This is an optimization exercise on Yosys and OpenROAD, whose aim is small area, not a production implementation. Only simulation tests tie the RTL to the original design; equivalence was not proved. Power is estimated from default activity; no workload was simulated.

File: design/flow/config.mk
export PLATFORM = sky130hd
export DESIGN_NAME = Top
export DESIGN_NICKNAME = Top
export VERILOG_FILES = /design/flow/design.v
export SDC_FILE = /design/flow/constraint.sdc
export NUM_CORES = 4
export LEC_CHECK = 0
export CAP_MARGIN = 20
export CORE_MARGIN = 2
export CORE_UTILIZATION = 40
export SLEW_MARGIN = 20
File: design/flow/constraint.sdc
create_clock -name core_clock -period 5.0 [get_ports {clock}]
set_input_delay 1.0000 -clock core_clock [delete_from_list [all_inputs] [get_ports {clock}]]
set_output_delay 1.0000 -clock core_clock [all_outputs]
set_load 0.01 [all_outputs]
File: design/flow/design.v
module Transmitter(
  input         clock,
  input         reset,
  input         io_TOP_WR,
  input         io_TOP_RD,
  input  [3:0]  io_TOP_ADDRESS,
  input  [31:0] io_TOP_WDATA,
  output [31:0] io_TOP_RDATA,
  input  [3:0]  io_TOP_LENGTH,
  output        io_WR,
  output        io_RD,
  output [3:0]  io_ADDRESS,
  output [31:0] io_WDATA,
  input  [31:0] io_RDATA,
  input         io_RX_READY,
  input         io_RX_RDDATAVALID
);
  reg [3:0] r_len;  
  reg [3:0] r_address;  
  reg [31:0] r_wdata;  
  reg  r_wr;  
  reg  r_rd;  
  reg [2:0] r_transaction_cnt;  
  reg  read_wait;  
  wire  read_write = read_wait & io_RX_RDDATAVALID;  
  reg [1:0] state;  
  wire  _T_3 = 2'h0 == state;  
  wire  _T_5 = r_transaction_cnt == 3'h0;  
  wire [2:0] _T_8 = r_transaction_cnt + 3'h1;  
  wire  _T_12 = io_TOP_LENGTH > 4'h1;  
  wire  _GEN_17 = io_RX_READY | read_wait;  
  wire [31:0] _GEN_49 = read_write ? io_RDATA : 32'h0;  
  wire  _T_26 = 2'h1 == state;  
  wire  _T_27 = ~io_RD;  
  wire  _T_28 = io_RX_READY & _T_27;  
  wire  _T_29 = _T_28 | io_RX_RDDATAVALID;  
  wire  _T_31 = r_len > 4'h1;  
  wire [3:0] _T_33 = r_address + 4'h1;  
  wire [3:0] _T_35 = r_len - 4'h1;  
  wire  _GEN_55 = _T_31 & r_wr;  
  wire  _GEN_56 = _T_31 & r_rd;  
  wire [31:0] _GEN_74 = _T_26 ? _GEN_49 : 32'h0;  
  assign io_TOP_RDATA = _T_3 ? _GEN_49 : _GEN_74;  
  assign io_WR = r_wr;  
  assign io_RD = r_rd;  
  assign io_ADDRESS = r_address;  
  assign io_WDATA = r_wdata;  
  always @(posedge clock) begin
    if (reset) begin
      r_len <= 4'h0;
    end else if (_T_3) begin
      if (io_TOP_WR) begin
        if (_T_5) begin
          r_len <= io_TOP_LENGTH;
        end
      end else if (io_TOP_RD) begin
        if (_T_5) begin
          r_len <= io_TOP_LENGTH;
        end
      end
    end else if (_T_26) begin
      if (_T_29) begin
        if (_T_31) begin
          r_len <= _T_35;
        end else begin
          r_len <= 4'h0;
        end
      end
    end
    if (reset) begin
      r_address <= 4'h0;
    end else if (_T_3) begin
      if (io_TOP_WR) begin
        if (_T_5) begin
          r_address <= io_TOP_ADDRESS;
        end
      end else if (io_TOP_RD) begin
        if (_T_5) begin
          r_address <= io_TOP_ADDRESS;
        end
      end
    end else if (_T_26) begin
      if (_T_29) begin
        if (_T_31) begin
          r_address <= _T_33;
        end else begin
          r_address <= 4'h0;
        end
      end
    end
    if (reset) begin
      r_wdata <= 32'h0;
    end else if (_T_3) begin
      if (io_TOP_WR) begin
        if (_T_5) begin
          r_wdata <= io_TOP_WDATA;
        end
      end
    end else if (_T_26) begin
      if (_T_29) begin
        if (_T_31) begin
          r_wdata <= io_TOP_WDATA;
        end else begin
          r_wdata <= 32'h0;
        end
      end
    end
    if (reset) begin
      r_wr <= 1'h0;
    end else if (_T_3) begin
      if (io_TOP_WR) begin
        if (_T_12) begin
          r_wr <= io_TOP_WR;
        end else if (_T_5) begin
          r_wr <= io_TOP_WR;
        end
      end else if (io_TOP_RD) begin
        if (_T_12) begin
          r_wr <= io_TOP_WR;
        end else if (_T_5) begin
          r_wr <= io_TOP_WR;
        end
      end
    end else if (_T_26) begin
      if (_T_29) begin
        r_wr <= _GEN_55;
      end
    end
    if (reset) begin
      r_rd <= 1'h0;
    end else if (_T_3) begin
      if (io_TOP_WR) begin
        if (_T_12) begin
          r_rd <= io_TOP_RD;
        end else if (_T_5) begin
          r_rd <= io_TOP_RD;
        end
      end else if (io_TOP_RD) begin
        if (_T_12) begin
          r_rd <= io_TOP_RD;
        end else if (_T_5) begin
          r_rd <= io_TOP_RD;
        end
      end
    end else if (_T_26) begin
      if (_T_29) begin
        r_rd <= _GEN_56;
      end
    end
    if (reset) begin
      r_transaction_cnt <= 3'h0;
    end else if (_T_3) begin
      if (io_TOP_WR) begin
        if (_T_5) begin
          if (io_RX_READY) begin
            r_transaction_cnt <= 3'h0;
          end else begin
            r_transaction_cnt <= _T_8;
          end
        end else if (io_RX_READY) begin
          r_transaction_cnt <= 3'h0;
        end else begin
          r_transaction_cnt <= _T_8;
        end
      end else if (io_TOP_RD) begin
        if (_T_5) begin
          if (io_RX_READY) begin
            r_transaction_cnt <= 3'h0;
          end else begin
            r_transaction_cnt <= _T_8;
          end
        end else if (io_RX_READY) begin
          r_transaction_cnt <= 3'h0;
        end else begin
          r_transaction_cnt <= _T_8;
        end
      end
    end else if (_T_26) begin
      if (_T_29) begin
        r_transaction_cnt <= 3'h0;
      end else begin
        r_transaction_cnt <= _T_8;
      end
    end
    if (reset) begin
      read_wait <= 1'h0;
    end else if (_T_3) begin
      if (read_write) begin
        read_wait <= _T_12;
      end else if (!(io_TOP_WR)) begin
        if (io_TOP_RD) begin
          if (_T_5) begin
            read_wait <= _GEN_17;
          end else begin
            read_wait <= _GEN_17;
          end
        end
      end
    end else if (_T_26) begin
      if (_T_29) begin
        read_wait <= _T_31;
      end
    end
    if (reset) begin
      state <= 2'h0;
    end else if (_T_3) begin
      if (io_TOP_WR) begin
        if (_T_12) begin
          state <= 2'h1;
        end
      end else if (io_TOP_RD) begin
        if (_T_12) begin
          state <= 2'h1;
        end
      end else begin
        state <= 2'h0;
      end
    end else if (_T_26) begin
      if (_T_29) begin
        state <= {{1'd0}, _T_31};
      end
    end
  end
endmodule
module Receiver(
  input         clock,
  input         io_WR,
  input         io_RD,
  input  [3:0]  io_ADD,
  input  [31:0] io_WDATA,
  output [31:0] io_RDATA,
  input         io_TOP_READY,
  input         io_TOP_RDDATAVALID,
  output        io_READY,
  output        io_RDDATAVALID
);
  reg [31:0] rf [0:9];  
  wire [31:0] rf__T_10_data;  
  wire [3:0] rf__T_10_addr;  
  wire [31:0] rf__T_8_data;  
  wire [3:0] rf__T_8_addr;  
  wire  rf__T_8_mask;  
  wire  rf__T_8_en;  
  wire  _T_3 = ~io_RD;  
  wire  _T_4 = io_READY & _T_3;  
  wire  _T_5 = _T_4 | io_RDDATAVALID;  
  wire  r_wr = _T_5 & io_WR;  
  wire [31:0] _GEN_3 = io_RD ? rf__T_10_data : 32'h0;  
  wire  _GEN_12 = r_wr ? 1'h0 : io_RD;  
  wire [31:0] _GEN_13 = r_wr ? 32'h0 : _GEN_3;  
  assign rf__T_10_addr = _T_5 ? io_ADD : 4'h0;
  assign rf__T_10_data = rf__T_10_addr >= 4'ha ? 32'h0 : rf[rf__T_10_addr];  
  assign rf__T_8_data = _T_5 ? io_WDATA : 32'h0;
  assign rf__T_8_addr = _T_5 ? io_ADD : 4'h0;
  assign rf__T_8_mask = 1'h1;
  assign rf__T_8_en = _T_5 & r_wr;
  assign io_RDATA = _T_5 ? _GEN_13 : 32'h0;  
  assign io_READY = io_TOP_READY;  
  assign io_RDDATAVALID = io_TOP_RDDATAVALID;  
  always @(posedge clock) begin
    if(rf__T_8_en & rf__T_8_mask & rf__T_8_addr < 4'ha) begin
      rf[rf__T_8_addr] <= rf__T_8_data;  
    end
  end
endmodule
module Top(
  input         clock,
  input         reset,
  input         io_top_wr,
  input         io_top_rd,
  input  [3:0]  io_top_address,
  input  [31:0] io_top_wdata,
  output [31:0] io_top_rdata,
  input  [3:0]  io_top_length,
  input         io_top_ready,
  input         io_top_rddatavalid
);
  wire  Tx_clock;  
  wire  Tx_reset;  
  wire  Tx_io_TOP_WR;  
  wire  Tx_io_TOP_RD;  
  wire [3:0] Tx_io_TOP_ADDRESS;  
  wire [31:0] Tx_io_TOP_WDATA;  
  wire [31:0] Tx_io_TOP_RDATA;  
  wire [3:0] Tx_io_TOP_LENGTH;  
  wire  Tx_io_WR;  
  wire  Tx_io_RD;  
  wire [3:0] Tx_io_ADDRESS;  
  wire [31:0] Tx_io_WDATA;  
  wire [31:0] Tx_io_RDATA;  
  wire  Tx_io_RX_READY;  
  wire  Tx_io_RX_RDDATAVALID;  
  wire  Rx_clock;  
  wire  Rx_io_WR;  
  wire  Rx_io_RD;  
  wire [3:0] Rx_io_ADD;  
  wire [31:0] Rx_io_WDATA;  
  wire [31:0] Rx_io_RDATA;  
  wire  Rx_io_TOP_READY;  
  wire  Rx_io_TOP_RDDATAVALID;  
  wire  Rx_io_READY;  
  wire  Rx_io_RDDATAVALID;  
  Transmitter Tx (  
    .clock(Tx_clock),
    .reset(Tx_reset),
    .io_TOP_WR(Tx_io_TOP_WR),
    .io_TOP_RD(Tx_io_TOP_RD),
    .io_TOP_ADDRESS(Tx_io_TOP_ADDRESS),
    .io_TOP_WDATA(Tx_io_TOP_WDATA),
    .io_TOP_RDATA(Tx_io_TOP_RDATA),
    .io_TOP_LENGTH(Tx_io_TOP_LENGTH),
    .io_WR(Tx_io_WR),
    .io_RD(Tx_io_RD),
    .io_ADDRESS(Tx_io_ADDRESS),
    .io_WDATA(Tx_io_WDATA),
    .io_RDATA(Tx_io_RDATA),
    .io_RX_READY(Tx_io_RX_READY),
    .io_RX_RDDATAVALID(Tx_io_RX_RDDATAVALID)
  );
  Receiver Rx (  
    .clock(Rx_clock),
    .io_WR(Rx_io_WR),
    .io_RD(Rx_io_RD),
    .io_ADD(Rx_io_ADD),
    .io_WDATA(Rx_io_WDATA),
    .io_RDATA(Rx_io_RDATA),
    .io_TOP_READY(Rx_io_TOP_READY),
    .io_TOP_RDDATAVALID(Rx_io_TOP_RDDATAVALID),
    .io_READY(Rx_io_READY),
    .io_RDDATAVALID(Rx_io_RDDATAVALID)
  );
  assign io_top_rdata = Tx_io_TOP_RDATA;  
  assign Tx_clock = clock;
  assign Tx_reset = reset;
  assign Tx_io_TOP_WR = io_top_wr;  
  assign Tx_io_TOP_RD = io_top_rd;  
  assign Tx_io_TOP_ADDRESS = io_top_address;  
  assign Tx_io_TOP_WDATA = io_top_wdata;  
  assign Tx_io_TOP_LENGTH = io_top_length;  
  assign Tx_io_RDATA = Rx_io_RDATA;  
  assign Tx_io_RX_READY = Rx_io_READY;  
  assign Tx_io_RX_RDDATAVALID = Rx_io_RDDATAVALID;  
  assign Rx_clock = clock;
  assign Rx_io_WR = Tx_io_WR;  
  assign Rx_io_RD = Tx_io_RD;  
  assign Rx_io_ADD = Tx_io_ADDRESS;  
  assign Rx_io_WDATA = Tx_io_WDATA;  
  assign Rx_io_TOP_READY = io_top_ready;  
  assign Rx_io_TOP_RDDATAVALID = io_top_rddatavalid;  
endmodule
File: design/flow/run.sh
#!/bin/bash
# synth_recipe.tcl (not shown) runs the flow's synth.tcl, then flattens the netlist and writes it again
# the make line also repeats each setting of config.mk as NAME=value (left out here)
make -C /OpenROAD-flow-scripts/flow DESIGN_CONFIG=/design/flow/config.mk WORK_HOME=/design/flow/orfs CLKGATE_MAP_FILE= SYNTH_SCRIPT=/design/flow/synth_recipe.tcl finish
==> flow_metrics.env, run 1 <==
export IMPL_timing_fmax_ghz=0.218
export IMPL_htree_num_levels=2
export IMPL_start_util_pct=40.7
export IMPL_grt_pass1_wl_um=57600
export IMPL_cts_num_sinks=368
export IMPL_hold_viol_final=0
export IMPL_relSlewSlack_pct=29.3
export IMPL_nets=1228
export IMPL_postCtsResizedCells=0
export IMPL_critPathLaunchType="input pin"
export IMPL_layout_common_cells="edfxtp_1, nand2_1, clkdlybuf4s50_1"
export IMPL_power_leakage_uw=0.00621
export IMPL_syn_inst=1084
export IMPL_route_detailed_drc=0
export IMPL_synth_area_leaders="edfxtp_1, dfxtp_1, mux2i_1, mux4_2, a21oi_1"
export IMPL_grt_overflow=0
export IMPL_yosysTopAreaCell="edfxtp_1"
export IMPL_fin_cells=1718
export IMPL_slowest_stage="clkdlybuf4s50_1"
export IMPL_drt_wl_total_um=37900
export IMPL_postCtsSetupBuffers=0
export IMPL_powerDensity_nw_per_um2=410
export IMPL_antenna_left=0
export IMPL_placed_cells=1647
export IMPL_grt_max_degree=53
export IMPL_synth_cell_types=61
export IMPL_rows=71
export IMPL_routabilityCongestion=0.802
export IMPL_avgSynthCellArea_um2=14.1
export IMPL_cp_num_buf_inv=3
export IMPL_tritoncts="yes"
export IMPL_worstPathRequired_ns=4.00
export IMPL_status="no timing/DRC/antenna violations"
export IMPL_max_cap_violations=0
export IMPL_crit_fanout=34
export IMPL_yosysSeqAreaShare_pct=69.0
export IMPL_drt_iter0_markers=755
export IMPL_yosysWarnings=2
export IMPL_holdBufCountCts=0
export IMPL_power_uw=7410
export IMPL_synth_top_area_share_pct=62.7
export IMPL_track_usage_pct=19.4
export IMPL_crit_arrival_ns=3.59
export IMPL_slew_violations=0
export IMPL_layout_commonest_cell="edfxtp_1"
export IMPL_max_stage_delay_ns=0.55
export IMPL_end_kind="output pin"
export IMPL_ir_worst_vdd_uv=201
export IMPL_rsz0062_at_grt="false"
export IMPL_ys_ff_latch=368
export IMPL_syn_nets=1135
export IMPL_synth_top_flop_cell="edfxtp_1"
export IMPL_setup_violations=0
export IMPL_fillers=3285
export IMPL_clk_path_buf_depth=3
export IMPL_hp_class="reg -> reg"
export IMPL_grt_pass1_vias=9373
export IMPL_period_minus_slack_ns=4.59
export IMPL_synth_edf_count=320
export IMPL_finalCritPeriodShare_pct=91.8
export IMPL_critPathKind="in -> out"
export IMPL_tns_ns=0
export IMPL_clk_pin_slew_ns=0.06
export IMPL_drive_above_1_share_pct=14.2
export IMPL_fp_coreArea_um2=37700
export IMPL_async_flop_share_pct=0
export IMPL_io_buffers=77
export IMPL_path_cells="clkdlybuf4s50_1, nor2b_2, nor2_4, buf_4, o22ai_1, o21ai_0, o2111a_1, clkdlybuf4s50_1"
export IMPL_diodes=0
export IMPL_avgViaCountPerCell=5.48
export IMPL_wl_per_cell_um=22.1
export IMPL_design_die_area_um2=39900
export IMPL_antenna_found_initial=1
export IMPL_syn_to_final_growth_pct=18.0
export IMPL_dieWidth_um=200
export IMPL_ioPinCount=78
export IMPL_clockRootBuffer="clkbuf_16"
export IMPL_clock_latency_ns=0.53
export IMPL_cts_made_buffers=39
export IMPL_worst_slew_pin_slew_ns=1.06
export IMPL_crit_family="buffers and inverters"
export IMPL_num_vias=9419
export IMPL_die_y_um=200
export IMPL_hpwl_um=22900
export IMPL_syn_area_um2=15300
export IMPL_dr_pass1_iters=5
export IMPL_cp_common_cell="clkdlybuf4s50_1"
export IMPL_clock_skew_ns=0.0176
per-layer routing:
metal / up-vias / GRT usage (%) / wire, µm
li1: 4344 / - / -
met1: 4706 / 27.3 / 16400
met2: 321 / 32.1 / 18400
met3: 48 / 2.73 / 2510
met4: 0 / 4.58 / 692
met5: - / 0 / 0
where the power goes:
group,switching (µW),internal [µW],total (µW)
sequential,101,3460,3560
combinational,683,431,1110
clock,1130,1610,2740
total,1920,5500,7410
sequential cells by signal (all words and copies together), names as in the netlist, 2 cells and up:
name,cells
Rx.rf,320
Tx.r_len,4
Tx.r_transaction_cnt,3
Tx.r_wdata,32
Tx.r_address,4
Tx.state,2
through the flow:
stage / setup slack, ns / hold slack, ns / utilization [%] / instance area (µm²)
after detailed placement: 0.400 / 0.441 / 44.8 / 16900
final: 0.411 / 0.447 / 48.0 / 18100
after CTS: 0.401 / 0.449 / 48.0 / 18100
after global placement: 0.414 / 0.435 / 44.8 / 16900
after global routing: 0.198 / 0.461 / 48.0 / 18100
after floorplan: 0.374 / 0.427 / - / 15300
cell usage after synthesis, types with 7 or more instances:
master     count
a21oi_1       71
a22oi_1       14
a2bb2oi_1      7
and2_1        32
and3_1        19
buf_2         23
clkbuf_1      41
dfxtp_1       48
edfxtp_1     320
inv_1         10
mux2_2        13
mux2i_1       59
mux4_2        19
nand2_1       88
nand2b_1      16
nand3_1       34
nor2_1        34
nor2b_1       12
nor3_1        13
o2111a_1       7
o211a_1        8
o211ai_1      20
o21ai_0       69
o221ai_1       8
o22ai_1       12
or2_2         13
worst paths after layout:
kind / from / end / slack [ns] / depth (start not counted)
hold / removal: Tx.r_wdata[16] / Tx.r_wdata[16] / 0.45 / 2
setup reg to reg: Tx.r_rd / Rx.rf[6][4] / 2.43 / 7
setup / recovery: io_top_ready / io_top_rdata[20] / 0.41 / 8
hold reg to reg: Tx.r_wdata[16] / Tx.r_wdata[16] / 0.45 / 2
cells by family after synthesis:
group,after synthesis,synth area share (%)
simple gates,275,9.12
mux,97,8.04
compound gates,252,10.8
buf+inv,84,2.43
xor+xnor,3,0.172
flops,368,69.0
fa+ha+maj,5,0.408
worst min-delay path: cells and delay by family, from the launching register on:
family	cells	cell delay [ns]
flip-flops	1	0.30
AND/OR/NAND/NOR	1	0.05
AO/OA/AOI/OAI	1	0.05
area by class of cell:
type	instances	area (µm²)	share of cell area (%)
Clock inverter	2	10.0	0.0554
Clock buffer	69	1190	6.59
Tap cell	511	639	3.54
Timing Repair Buffer	123	1140	6.29
Multi-Input combinational cell	632	4470	24.7
Inverter	13	48.8	0.270
Sequential cell	368	10600	58.5
==> run 2: changes to the inputs <==
==> design/flow/design.v (replaced) <==
module Top(
  input         clock,
  input         reset,
  input         io_top_wr,
  input         io_top_rd,
  input  [3:0]  io_top_address,
  input  [31:0] io_top_wdata,
  output [31:0] io_top_rdata,
  input  [3:0]  io_top_length,
  input         io_top_ready,
  input         io_top_rddatavalid
);
  reg        busy;         
  reg [3:0]  r_len;
  reg [3:0]  r_address;
  reg [31:0] r_wdata;
  reg        r_wr;
  reg        r_rd;
  reg        r_wr_n;       
  reg [2:0]  r_cnt;        
  reg        read_wait;
  reg [31:0] rf [0:9];
  wire cmd      = io_top_wr | io_top_rd;
  wire cnt0     = r_cnt == 3'd0;
  wire len_gt1  = |io_top_length[3:1];
  wire rlen_gt1 = |r_len[3:1];
  wire beat     = (io_top_ready & ~r_rd) | io_top_rddatavalid;
  wire step     = busy & beat;
  wire load     = ~busy & cmd & cnt0;
  wire load_en  = ~busy & cmd & (len_gt1 | cnt0);
  always @(posedge clock) begin
    if (reset) begin
      busy      <= 1'b0;
      r_len     <= 4'd0;
      r_address <= 4'd0;
      r_wr      <= 1'b0;
      r_wr_n    <= 1'b1;
      r_rd      <= 1'b0;
      r_cnt     <= 3'd0;
      read_wait <= 1'b0;
    end else begin
      if (busy)
        busy <= ~beat | rlen_gt1;
      else
        busy <= cmd & len_gt1;
      if (load)
        r_len <= io_top_length;
      else if (step)
        r_len <= (r_len == 4'd0) ? 4'd0 : r_len - 4'd1;
      if (load)
        r_address <= io_top_address;
      else if (step)
        r_address <= rlen_gt1 ? r_address + 4'd1 : 4'd0;
      if (load_en) begin
        r_wr <= io_top_wr;
        r_wr_n <= ~io_top_wr;
        r_rd <= io_top_rd;
      end else if (step) begin
        r_wr <= rlen_gt1 & r_wr;
        r_wr_n <= ~rlen_gt1 | r_wr_n;
        r_rd <= rlen_gt1 & r_rd;
      end
      if (busy | cmd)
        r_cnt <= (busy ? beat : io_top_ready) ? 3'd0 : r_cnt + 3'd1;
      if (busy) begin
        if (beat) read_wait <= rlen_gt1;
      end else if (read_wait & io_top_rddatavalid)
        read_wait <= len_gt1;
      else if (~io_top_wr & io_top_rd)
        read_wait <= io_top_ready | read_wait;
    end
  end
  wire wd_clr  = reset | (step & ~rlen_gt1);
  wire wd_load = (~busy & io_top_wr & cnt0) | (step & rlen_gt1);
  always @(posedge clock)
    r_wdata <= ({32{wd_load & ~wd_clr}} & io_top_wdata) |
               ({32{~wd_load & ~wd_clr}} & r_wdata);
  wire wen = beat & r_wr;
  wire wen_n = ~beat | r_wr_n;
  wire ren = read_wait & io_top_rddatavalid & r_rd & ~r_wr;
  wire [9:0] row;
  wire [9:0] we;
  wire [9:0] keep;
  wire [9:0] rs;
  genvar g;
  generate
    for (g = 0; g < 10; g = g + 1) begin : g_row
      assign row[g]  = r_address == g;
      assign we[g]   = wen & row[g];
      assign keep[g] = wen_n | ~row[g];
      assign rs[g]   = ren & row[g];
      always @(posedge clock)
        rf[g] <= ({32{we[g]}} & r_wdata) | ({32{keep[g]}} & rf[g]);
    end
  endgenerate
  wire [31:0] n0 = ~(({32{rs[0]}} & rf[0]) | ({32{rs[1]}} & rf[1]) | ({32{rs[2]}} & rf[2]));
  wire [31:0] n1 = ~(({32{rs[3]}} & rf[3]) | ({32{rs[4]}} & rf[4]) | ({32{rs[5]}} & rf[5]));
  wire [31:0] n2 = ~(({32{rs[6]}} & rf[6]) | ({32{rs[7]}} & rf[7]) | ({32{rs[8]}} & rf[8]));
  wire [31:0] n3 = ~({32{rs[9]}} & rf[9]);
  assign io_top_rdata = ~(n0 & n1 & n2 & n3);
endmodule
==> run 2 against run 1 <==
- first-iteration DRC count grew 59%
- worst setup slack worse by 0.21 ns
- critical path depth fell by 2
- cell count rose by 4.6%
- clock power is 6% higher
- critical path type is now reg -> out
- critical endpoint is now io_top_rdata[26]
- largest cell class unchanged
==> flow_metrics.env, run 2 <==
export IMPL_grt_overflow=0
export IMPL_grt_pass1_vias=11400
export IMPL_clk_pin_slew_ns=0.06
export IMPL_dr_pass1_iters=6
export IMPL_layout_commonest_cell="dfxtp_1"
export IMPL_tritoncts="yes"
export IMPL_num_vias=11700
export IMPL_critPathKind="reg -> out"
export IMPL_wl_per_cell_um=26.2
export IMPL_ioPinCount=78
export IMPL_worst_slew_pin_slew_ns=1.21
export IMPL_syn_inst=1315
export IMPL_max_cap_violations=0
export IMPL_crit_fanout=27
export IMPL_hold_viol_final=0
export IMPL_power_leakage_uw=0.00591
export IMPL_start_util_pct=40.5
export IMPL_yosysWarnings=2
export IMPL_grt_pass1_wl_um=71300
export IMPL_largest_reg_flops=320
export IMPL_largest_register="rf"
export IMPL_synth_xor_area_share_pct=0.188
export IMPL_dieWidth_um=191
export IMPL_hpwl_um=26900
export IMPL_io_buffers=77
export IMPL_rows=68
export IMPL_powerDensity_nw_per_um2=463
export IMPL_avgSynthCellArea_um2=10.6
export IMPL_holdBufCountCts=0
export IMPL_postCtsResizedCells=0
export IMPL_layout_common_cells="dfxtp_1, a22o_1, clkdlybuf4s50_1"
export IMPL_clk_path_buf_depth=3
export IMPL_design_die_area_um2=36400
export IMPL_syn_area_um2=14000
export IMPL_yosysSeqAreaShare_pct=52.8
export IMPL_diodes=0
export IMPL_synthMuxAreaShare_pct=1.48
export IMPL_slew_violations=0
export IMPL_grt_max_degree=47
export IMPL_crit_arrival_ns=3.80
export IMPL_syn_nets=1367
export IMPL_route_detailed_drc=0
export IMPL_drt_wl_total_um=47000
export IMPL_nets=1366
export IMPL_yosys_area_share_simple_pct=4.08
export IMPL_finalCritPeriodShare_pct=96.0
export IMPL_synth_compound_gate_area_share_pct=35.9
export IMPL_ys_ff_latch=368
export IMPL_rsz0062_at_grt="false"
export IMPL_clock_latency_ns=0.53
export IMPL_synth_top_area_share_pct=52.8
export IMPL_synth_cell_types=56
export IMPL_ir_worst_vdd_uv=255
export IMPL_reg_largest_list="rf (320), r_wdata (32)"
export IMPL_postCtsSetupBuffers=0
export IMPL_cts_num_sinks=368
export IMPL_drive_above_1_share_pct=10.4
export IMPL_clock_skew_ns=0.0111
export IMPL_antenna_left=0
export IMPL_worstPathRequired_ns=4.00
export IMPL_critPathLaunchType="flip-flop"
export IMPL_setup_violations=0
export IMPL_placed_cells=1727
export IMPL_track_usage_pct=25.6
export IMPL_synthAdderAreaFrac_pct=0.538
export IMPL_drt_iter0_markers=1197
export IMPL_cts_made_buffers=40
export IMPL_status="no timing/DRC/antenna violations"
export IMPL_yosysMostFrequentCell="dfxtp_1"
export IMPL_synth_edf_count=0
export IMPL_timing_fmax_ghz=0.208
export IMPL_hp_class="reg -> reg"
export IMPL_fin_cells=1797
export IMPL_end_kind="output pin"
export IMPL_routabilityCongestion=0.786
export IMPL_htree_num_levels=2
export IMPL_fin_util_pct=47.6
export IMPL_yosysTopAreaCell="dfxtp_1"
export IMPL_fp_coreArea_um2=34500
export IMPL_period_minus_slack_ns=4.80
export IMPL_synth_area_leaders="dfxtp_1, a22o_1, a22oi_1, clkbuf_1, a21oi_1"
export IMPL_die_y_um=191
export IMPL_clockRootBuffer="clkbuf_16"
export IMPL_synth_top_flop_cell="dfxtp_1"
export IMPL_relSlewSlack_pct=19.4
export IMPL_tns_ns=0
export IMPL_ys_top_cells_by_count="dfxtp_1, a22o_1, clkbuf_1"
export IMPL_avgViaCountPerCell=6.52
export IMPL_syn_to_final_growth_pct=17.5
export IMPL_async_flop_share_pct=0
export IMPL_antenna_found_initial=0
export IMPL_synth_top_family_by_area="compound AO/OA/AOI/OAI gates"
## run 2: changes by cell type after synthesis, sizes merged, moves of 24 or more
cell    change
a22oi      +60
and2       -26
clkbuf     +78
o21ai      -60
nand2      -59
dfxtp     +320
nand3      -24
a22o      +360
mux2i      -44
edfxtp    -320
## run 2: power breakdown
group / leakage (µW) / internal (µW) / switching [µW]
registers: 0.00299 / 3300 / 295
logic: 0.00228 / 502 / 603
clock network: 0.000637 / 1710 / 1180
## run 2: layer usage
metal	up-vias	part of all wire [%]	global-route usage, %	wire length, µm
met2	556	45	39.4	21000
met5	-	0	0	0
met4	0	2.8	9.24	1320
met1	5930	45	35.6	21100
met3	100	7.7	4.67	3640
li1	5127	-	-	-
## run 2: kinds of logic after synthesis
| family | after synthesis |
|---|---|
| compound gates | 625 |
| flops | 368 |
| buf+inv | 175 |
| simple gates | 118 |
| mux | 20 |
| fa+ha+maj | 6 |
| xor+xnor | 3 |
## run 2: through the flow
step                      hold WS, ns  power (µW)  setup WS, ns  cell area [µm²]
final                           0.479        7600         0.200            16400
after detailed placement        0.461        4730         0.836            15100
after floorplan                 0.441        4330          2.17            14000
after global routing            0.491        7880        0.0947            16400
after global placement          0.458        4710         0.935            15100
after CTS                       0.479        7600         0.273            16400
## run 2: area by class of cell
class,instances,area [µm²]
fill,3169,18100
sequential,368,7370
multi-input combinational,772,5990
clock buffer,61,1210
timing repair buffer,122,1140
tap,455,569
clock inverter,9,72.6
inverter,10,37.5
## run 2: critical path: stages (launching register included)
cell,delay (ns)
dfxtp_1,0.35
inv_1,0.12
ha_2,0.67
and2_1,0.94
a22oi_1,0.22
a31oi_1,0.36
clkdlybuf4s50_1,0.60
## run 2: path summary, 6_finish.rpt
path / from / to / slack [ns] / cells past startpoint
max: r_address[0] / io_top_rdata[26] / 0.20 / 6
min reg2reg: rf[6][24] / rf[6][24] / 0.48 / 1
min: rf[6][24] / rf[6][24] / 0.48 / 1
max reg2reg: r_address[0] / rf[8][4] / 1.26 / 6
==> run 3: changes to the inputs <==
--- a/design/flow/config.mk
+++ b/design/flow/config.mk
@@ -8,4 +8,5 @@
 export CAP_MARGIN = 20
 export CORE_MARGIN = 2
 export CORE_UTILIZATION = 40
+export CTS_BUF_LIST = sky130_fd_sc_hd__clkbuf_4
 export SLEW_MARGIN = 20
==> run 3 against run 2 <==
- sequential share of layout area increased by 0.22 points
- global-route usage is 0.52 points higher
- core utilization decreased by 0.23 points
- still clean on timing, DRC and antenna
- routed wire length up 1.5%
- synthesized cell count did not move
- clock skew up 0.051 ns
- highest routed layer unchanged
==> flow_metrics.env, run 3 <==
export IMPL_status="no timing/DRC/antenna violations"
export IMPL_hp_class="reg -> reg"
export IMPL_max_stage_delay_ns=0.67
export IMPL_r2r_slack_ns=1.58
export IMPL_rsz0062_at_grt="false"
export IMPL_wl_per_cell_um=25.1
export IMPL_yosysWarnings=2
export IMPL_die_y_um=191
export IMPL_p_switching_uw=2140
export IMPL_reg_largest_list="rf (320), r_wdata (32)"
export IMPL_worst_slew_pin_slew_ns=1.22
export IMPL_fp_coreArea_um2=34500
export IMPL_ir_worst_vdd_uv=225
export IMPL_grt_use_met2_pct=39.8
export IMPL_dr_pass1_iters=6
export IMPL_hpwl_um=26900
export IMPL_clockRootBuffer="clkbuf_4"
export IMPL_crit_arrival_ns=3.74
export IMPL_critPathKind="reg -> out"
export IMPL_setup_slack_ns=0.263
export IMPL_slowest_stage="ha_2"
export IMPL_syn_nets=1367
export IMPL_slew_violations=0
export IMPL_nets=1425
export IMPL_p_clk_share_pct=35.4
export IMPL_hold_start="rf[5][17]"
export IMPL_worstPathRequired_ns=4.00
export IMPL_design_die_area_um2=36400
export IMPL_cts_made_buffers=98
export IMPL_yosysMostFrequentCell="dfxtp_1"
export IMPL_worstRegToRegCells=6
export IMPL_p_int_uw=5130
export IMPL_largest_reg_flops=320
export IMPL_yosysTopAreaCell="dfxtp_1"
export IMPL_timing_fmax_ghz=0.211
export IMPL_placed_cells=1727
export IMPL_ys_ff_latch=368
export IMPL_layout_commonest_cell="dfxtp_1"
export IMPL_routabilityCongestion=0.786
export IMPL_drt_iter0_markers=1238
export IMPL_ys_top_cells_by_count="dfxtp_1, a22o_1, clkbuf_1"
export IMPL_setup_violations=0
export IMPL_postCtsSetupBuffers=0
export IMPL_critPathLaunchType="flip-flop"
export IMPL_fin_util_pct=47.3
export IMPL_num_vias=12000
export IMPL_ioPinCount=78
export IMPL_cts_num_sinks=368
export IMPL_grt_overflow=0
export IMPL_power_frac_comb_pct=15.3
export IMPL_io_buffers=77
export IMPL_layout_common_cells="dfxtp_1, a22o_1, clkbuf_4"
export IMPL_syn_area_um2=14000
export IMPL_synth_top_flop_cell="dfxtp_1"
export IMPL_min_path_cells=1
export IMPL_synth_area_leaders="dfxtp_1, a22o_1, a22oi_1, clkbuf_1, a21oi_1"
export IMPL_clock_skew_ns=0.0623
export IMPL_grtUsageMet1_pct=35.2
export IMPL_route_detailed_drc=0
export IMPL_antenna_found_initial=1
export IMPL_tritoncts="yes"
export IMPL_avgViaCountPerCell=6.34
export IMPL_clk_path_buf_depth=3
export IMPL_synth_cell_types=56
export IMPL_dieWidth_um=191
export IMPL_start_util_pct=40.5
export IMPL_relSlewSlack_pct=18.4
export IMPL_synth_edf_count=0
export IMPL_p_sw_share_pct=29.5
export IMPL_busiest_layer="met2"
export IMPL_yosysSeqAreaShare_pct=52.8
export IMPL_max_cap_violations=0
export IMPL_track_usage_pct=26.1
export IMPL_drt_wl_total_um=47700
export IMPL_clk_pin_slew_ns=0.06
export IMPL_holdWs_ns=0.480
export IMPL_period_minus_slack_ns=4.74
export IMPL_dp_slack_ns=0.836
export IMPL_hold_path_endpoint="rf[5][17]"
export IMPL_finalCritPeriodShare_pct=94.7
export IMPL_grt_use_met3_pct=5.69
export IMPL_fin_cells=1897
export IMPL_avgSynthCellArea_um2=10.6
export IMPL_end_kind="output pin"
export IMPL_r2r_start="r_address[3]"
export IMPL_synth_top_area_share_pct=52.8
export IMPL_path_cells="inv_1, ha_2, and2_2, a22oi_1, a31oi_1, clkdlybuf4s50_1"
export IMPL_grt_pass1_vias=11900
export IMPL_fillers=3265
export IMPL_antenna_left=0
export IMPL_tns_ns=0
export IMPL_drive_above_1_share_pct=15.8
export IMPL_htree_num_levels=3
export IMPL_r2r_end="rf[3][6]"
export IMPL_clock_latency_ns=0.77
export IMPL_crit_fanout=27
export IMPL_largest_register="rf"
export IMPL_async_flop_share_pct=0
export IMPL_grt_max_degree=47
export IMPL_powerDensity_nw_per_um2=446
export IMPL_hold_viol_final=0
export IMPL_syn_inst=1315
export IMPL_rows=68
export IMPL_syn_to_final_growth_pct=16.9
export IMPL_grt_pass1_wl_um=72500
export IMPL_seqPwrFrac_pct=49.4
export IMPL_power_leakage_uw=0.00598
==> run 3: routing by layer <==
metal  up-vias  routed length (µm)
li1       5305                   -
met1      6019               21000
met2       590               21200
met3       115                3960
met4         0                1470
met5         -                   0
==> run 3: how the worst max path moves through the flow <==
stage | slack [ns] | cells past startpoint | end | from
finish | 0.26 | 6 | io_top_rdata[26] | r_address[0]
global route | 0.16 | 8 | io_top_rdata[16] | r_address[0]
CTS | 0.004 | 6 | io_top_rdata[26] | r_address[0]
detailed placement | 0.84 | 6 | io_top_rdata[26] | r_address[0]
global placement | 0.94 | 6 | io_top_rdata[14] | io_top_rddatavalid
floorplan | 2.17 | 9 | io_top_rdata[4] | r_address[0]
==> run 3: area by class of cell <==
type	instances	area, µm²	share of cell area (%)
antenna	1	2.50	0.0153
clock inverter	28	141	0.867
multi-input combinational	772	5990	36.7
clock buffer	140	1050	6.44
inverter	10	37.5	0.230
tap	455	569	3.49
timing repair buffer	123	1160	7.09
sequential	368	7370	45.2
==> run 3: kinds of logic after synthesis <==
| logic type | Yosys count | synth area share, % |
|---|---|---|
| AO/OA/AOI/OAI | 625 | 35.9 |
| XOR/XNOR | 3 | 0.188 |
| adder cells (fa/ha/maj) | 6 | 0.538 |
| flip-flops | 368 | 52.8 |
| AND/OR/NAND/NOR | 118 | 4.08 |
| buffers and inverters | 175 | 5.03 |
| multiplexers | 20 | 1.48 |
==> run 3: repair_timing <==
action	4_1_cts	5_1_grt
hold endpoints to repair	0	0
setup endpoints to repair	0	16
resized for setup	0	2
hold buffers	0	0
==> run 3: power by group through the flow <==
| stage | sequential (µW) | clock [µW] | combinational (µW) |
|---|---|---|---|
| finish | 3590 | 2570 | 1110 |
| global route | 3630 | 2780 | 1190 |
| CTS | 3580 | 2630 | 1090 |
| detailed placement | 3640 | 0 | 1090 |
| global placement | 3630 | 0 | 1070 |
| floorplan | 3490 | 0 | 837 |
==> run 3: worst max-delay path: cells and delay by family, from the launching register on <==
kind	cells	cell delay (ns)
fa+ha+maj	1	0.67
compound gates	2	0.54
flops	1	0.35
simple gates	1	0.66
buf+inv	2	0.72
==> run 3: per-stage QoR <==
step	area [µm²]	power, µW
6_report	16300	7270
5_1_grt	16300	7610
4_1_cts	16300	7300
3_5_place_dp	15100	4730
3_3_place_gp	15100	4710
2_1_floorplan	14000	4330
==> run 4: changes to the inputs <==
--- a/design/flow/config.mk
+++ b/design/flow/config.mk
@@ -8,5 +8,7 @@
 export CAP_MARGIN = 20
 export CORE_MARGIN = 2
 export CORE_UTILIZATION = 40
-export CTS_BUF_LIST = sky130_fd_sc_hd__clkbuf_4
+export CTS_BUF_LIST = sky130_fd_sc_hd__clkbuf_16
+export CTS_CLUSTER_DIAMETER = 100
+export CTS_CLUSTER_SIZE = 25
 export SLEW_MARGIN = 20
==> run 4 against run 3 <==
- sequential share of layout area is 2.1 points higher
- register-to-register slack worse by 0.30 ns
- synthesized cell count stayed put
- core utilization is 2.1 points lower
- global-route usage is 0.99 points lower
- routed wire length is 2.6% lower
- first-iteration DRC count is 7.7% higher
- cell count is 7.9% lower
- design area is 4.4% lower
- critical path depth stayed put
==> flow_metrics.env, run 4 <==
export IMPL_grt_pass1_wl_um=70300
export IMPL_postCtsSetupBuffers=0
export IMPL_grt_max_degree=47
export IMPL_max_cap_violations=0
export IMPL_power_frac_comb_pct=17.4
export IMPL_syn_to_final_growth_pct=11.7
export IMPL_setup_violations=0
export IMPL_hold_viol_final=0
export IMPL_sequential_cell_area_um2=7370
export IMPL_cts_made_buffers=18
export IMPL_reg_largest_list="rf (320), r_wdata (32)"
export IMPL_r2r_start="r_address[0]"
export IMPL_p_sw_share_pct=29.0
export IMPL_hold_start="rf[5][5]"
export IMPL_synth_area_leaders="dfxtp_1, a22o_1, a22oi_1, clkbuf_1, a21oi_1"
export IMPL_drive_above_1_share_pct=7.66
export IMPL_io_buffers=77
export IMPL_tns_ns=0
export IMPL_tritoncts="yes"
export IMPL_yosysSeqAreaShare_pct=52.8
export IMPL_layout_common_cells="dfxtp_1, a22o_1, clkdlybuf4s50_1"
export IMPL_fin_util_pct=45.3
export IMPL_powerDensity_nw_per_um2=405
export IMPL_ys_top_cells_by_count="dfxtp_1, a22o_1, clkbuf_1"
export IMPL_clk_path_buf_depth=3
export IMPL_syn_inst=1315
export IMPL_largest_reg_flops=320
export IMPL_largest_register="rf"
export IMPL_hp_class="reg -> reg"
export IMPL_critPathKind="reg -> out"
export IMPL_synth_cell_types=56
export IMPL_p_switching_uw=1830
export IMPL_critPathLaunchType="flip-flop"
export IMPL_rsz0062_at_grt="false"
export IMPL_start_util_pct=40.5
export IMPL_synth_edf_count=0
export IMPL_multi_input_area_um2=5990
export IMPL_yosysWarnings=2
export IMPL_synth_top_flop_cell="dfxtp_1"
export IMPL_status="no timing/DRC/antenna violations"
export IMPL_ioPinCount=78
export IMPL_fin_cells=1747
export IMPL_wl_per_cell_um=26.6
export IMPL_crit_arrival_ns=3.78
export IMPL_nets=1344
export IMPL_yosysTopAreaCell="dfxtp_1"
export IMPL_htree_num_levels=1
export IMPL_layout_commonest_cell="dfxtp_1"
export IMPL_p_clk_share_pct=25.8
export IMPL_track_usage_pct=25.1
export IMPL_startpoint="r_address[0]"
export IMPL_placed_cells=1727
export IMPL_timing_fmax_ghz=0.209
export IMPL_grt_overflow=0
export IMPL_period_minus_slack_ns=4.78
export IMPL_finalCritPeriodShare_pct=95.6
export IMPL_ir_worst_vdd_uv=247
export IMPL_die_y_um=191
export IMPL_postCtsResizedCells=0
export IMPL_dieWidth_um=191
export IMPL_avgViaCountPerCell=6.60
export IMPL_p_int_uw=4480
export IMPL_synth_top_area_share_pct=52.8
export IMPL_routabilityCongestion=0.786
export IMPL_seqPwrFrac_pct=56.8
export IMPL_design_die_area_um2=36400
export IMPL_clock_latency_ns=0.53
export IMPL_slew_violations=0
export IMPL_fillers=3235
export IMPL_crit_fanout=27
export IMPL_ys_ff_latch=368
export IMPL_fp_coreArea_um2=34500
export IMPL_num_vias=11500
export IMPL_worstPathRequired_ns=4.00
export IMPL_hpwl_um=26900
export IMPL_syn_nets=1367
export IMPL_end_kind="output pin"
export IMPL_holdWs_ns=0.486
export IMPL_dr_pass1_iters=6
export IMPL_avgSynthCellArea_um2=10.6
export IMPL_diodes=0
export IMPL_yosysMostFrequentCell="dfxtp_1"
export IMPL_rows=68
export IMPL_cts_num_sinks=368
export IMPL_clk_pin_slew_ns=0.10
export IMPL_clockRootBuffer="clkbuf_16"
export IMPL_grt_pass1_vias=11100
export IMPL_antenna_left=0
export IMPL_relSlewSlack_pct=19.5
export IMPL_holdBufCountCts=0
export IMPL_route_detailed_drc=0
export IMPL_drt_iter0_markers=1333
export IMPL_worst_slew_pin_slew_ns=1.20
export IMPL_power_leakage_uw=0.00551
export IMPL_async_flop_share_pct=0
export IMPL_syn_area_um2=14000
export IMPL_drt_wl_total_um=46500
export IMPL_antenna_found_initial=0
export IMPL_clock_skew_ns=0.0181
==> run 4: area by class of cell <==
class | count | share of cell area [%]
well taps | 455 | 3.65
inverters | 10 | 0.241
clock buffers | 19 | 3.05
clock inverters | 1 | 0.0562
multi-input cells | 772 | 38.4
repair buffers | 122 | 7.32
flip-flops and latches | 368 | 47.3
==> run 4: metal layers <==
metal | vias to the layer above | wire length (µm) | global-route usage [%]
met5 | - | 0 | 0
li1 | 5039 | - | -
met1 | 5865 | 20600 | 35.4
met4 | 0 | 1050 | 7.13
met2 | 555 | 21000 | 39.6
met3 | 73 | 3780 | 3.94
==> run 4: logic make-up after synthesis <==
kind of cell | after synthesis | synth area share, %
AOI/OAI and AO/OA | 625 | 35.9
xor gates and xnor gates | 3 | 0.188
adders and majority gates | 6 | 0.538
buffers and inverters | 175 | 5.03
DFF | 368 | 52.8
muxes | 20 | 1.48
and+or+nand+nor | 118 | 4.08
==> run 4: final timing paths <==
path	endpoint	slack [ns]	depth (start not counted)
max	io_top_rdata[26]	0.22	6
min	rf[5][5]	0.49	1
max reg2reg	rf[8][4]	1.28	6
min reg2reg	rf[5][5]	0.49	1
==> run 4: power by group through the flow <==
| stage | logic (µW) | registers (µW) | clock network [µW] |
|---|---|---|---|
| after floorplan | 837 | 3490 | 0 |
| after global placement | 1070 | 3630 | 0 |
| after detailed placement | 1090 | 3640 | 0 |
| after CTS | 1090 | 3580 | 1650 |
| after global routing | 1190 | 3630 | 1760 |
| final | 1100 | 3590 | 1630 |
==> run 4: critical path, cell delays in order (launching register included) <==
cell,delay (ns)
dfxtp_1,0.36
inv_1,0.11
ha_2,0.64
and2_1,0.95
a22oi_1,0.22
a31oi_1,0.34
clkdlybuf4s50_1,0.60
==> run 4: metrics by stage <==
| stage | setup WS (ns) | cell area [µm²] | power [µW] |
|---|---|---|---|
| 6_report | 0.221 | 15600 | 6320 |
| 2_1_floorplan | 2.17 | 14000 | 4330 |
| 5_1_grt | 0.0829 | 15600 | 6580 |
| 4_1_cts | 0.261 | 15600 | 6320 |
| 3_5_place_dp | 0.836 | 15100 | 4730 |
| 3_3_place_gp | 0.935 | 15100 | 4710 |

what the ideal ports hide:
How much do the figures lean on ideal ports? The routed layouts below were timed once more, with nothing changed but the port constraints. Step 1: set_driving_cell puts a clkbuf_16 on clock and a buf_2 on each other input, an assumption about the parent block. Step 2, shift: input delay + t, output delay - t, t = (earliest + latest rising clock arrival at the registers) / 2. This alone moves slack from input paths to output paths. Slacks: ideal ports / drivers / drivers and shift; pairs: ideal ports / drivers.
run | t, ns | setup slack, ns | slew at the worst register clock pin (ns) | worst data-port slew with drivers (ns)
run 1 | 0.573 | 0.411 / 0.387 / 0.387 | 0.06 / 0.06 | 0.04
run 2 | 0.577 | 0.200 / 0.149 / 0.726 | 0.06 / 0.06 | 0.05
run 3 | 0.786 | 0.263 / 0.214 / 0.873 | 0.07 / 0.07 | 0.05
run 4 | 0.572 | 0.221 / 0.171 / 0.743 | 0.10 / 0.10 | 0.05
After both steps every run listed still meets setup and hold. The setup slack of run 1, which loses most, moves by -0.024 ns with the drivers and by -0.024 ns with both steps.
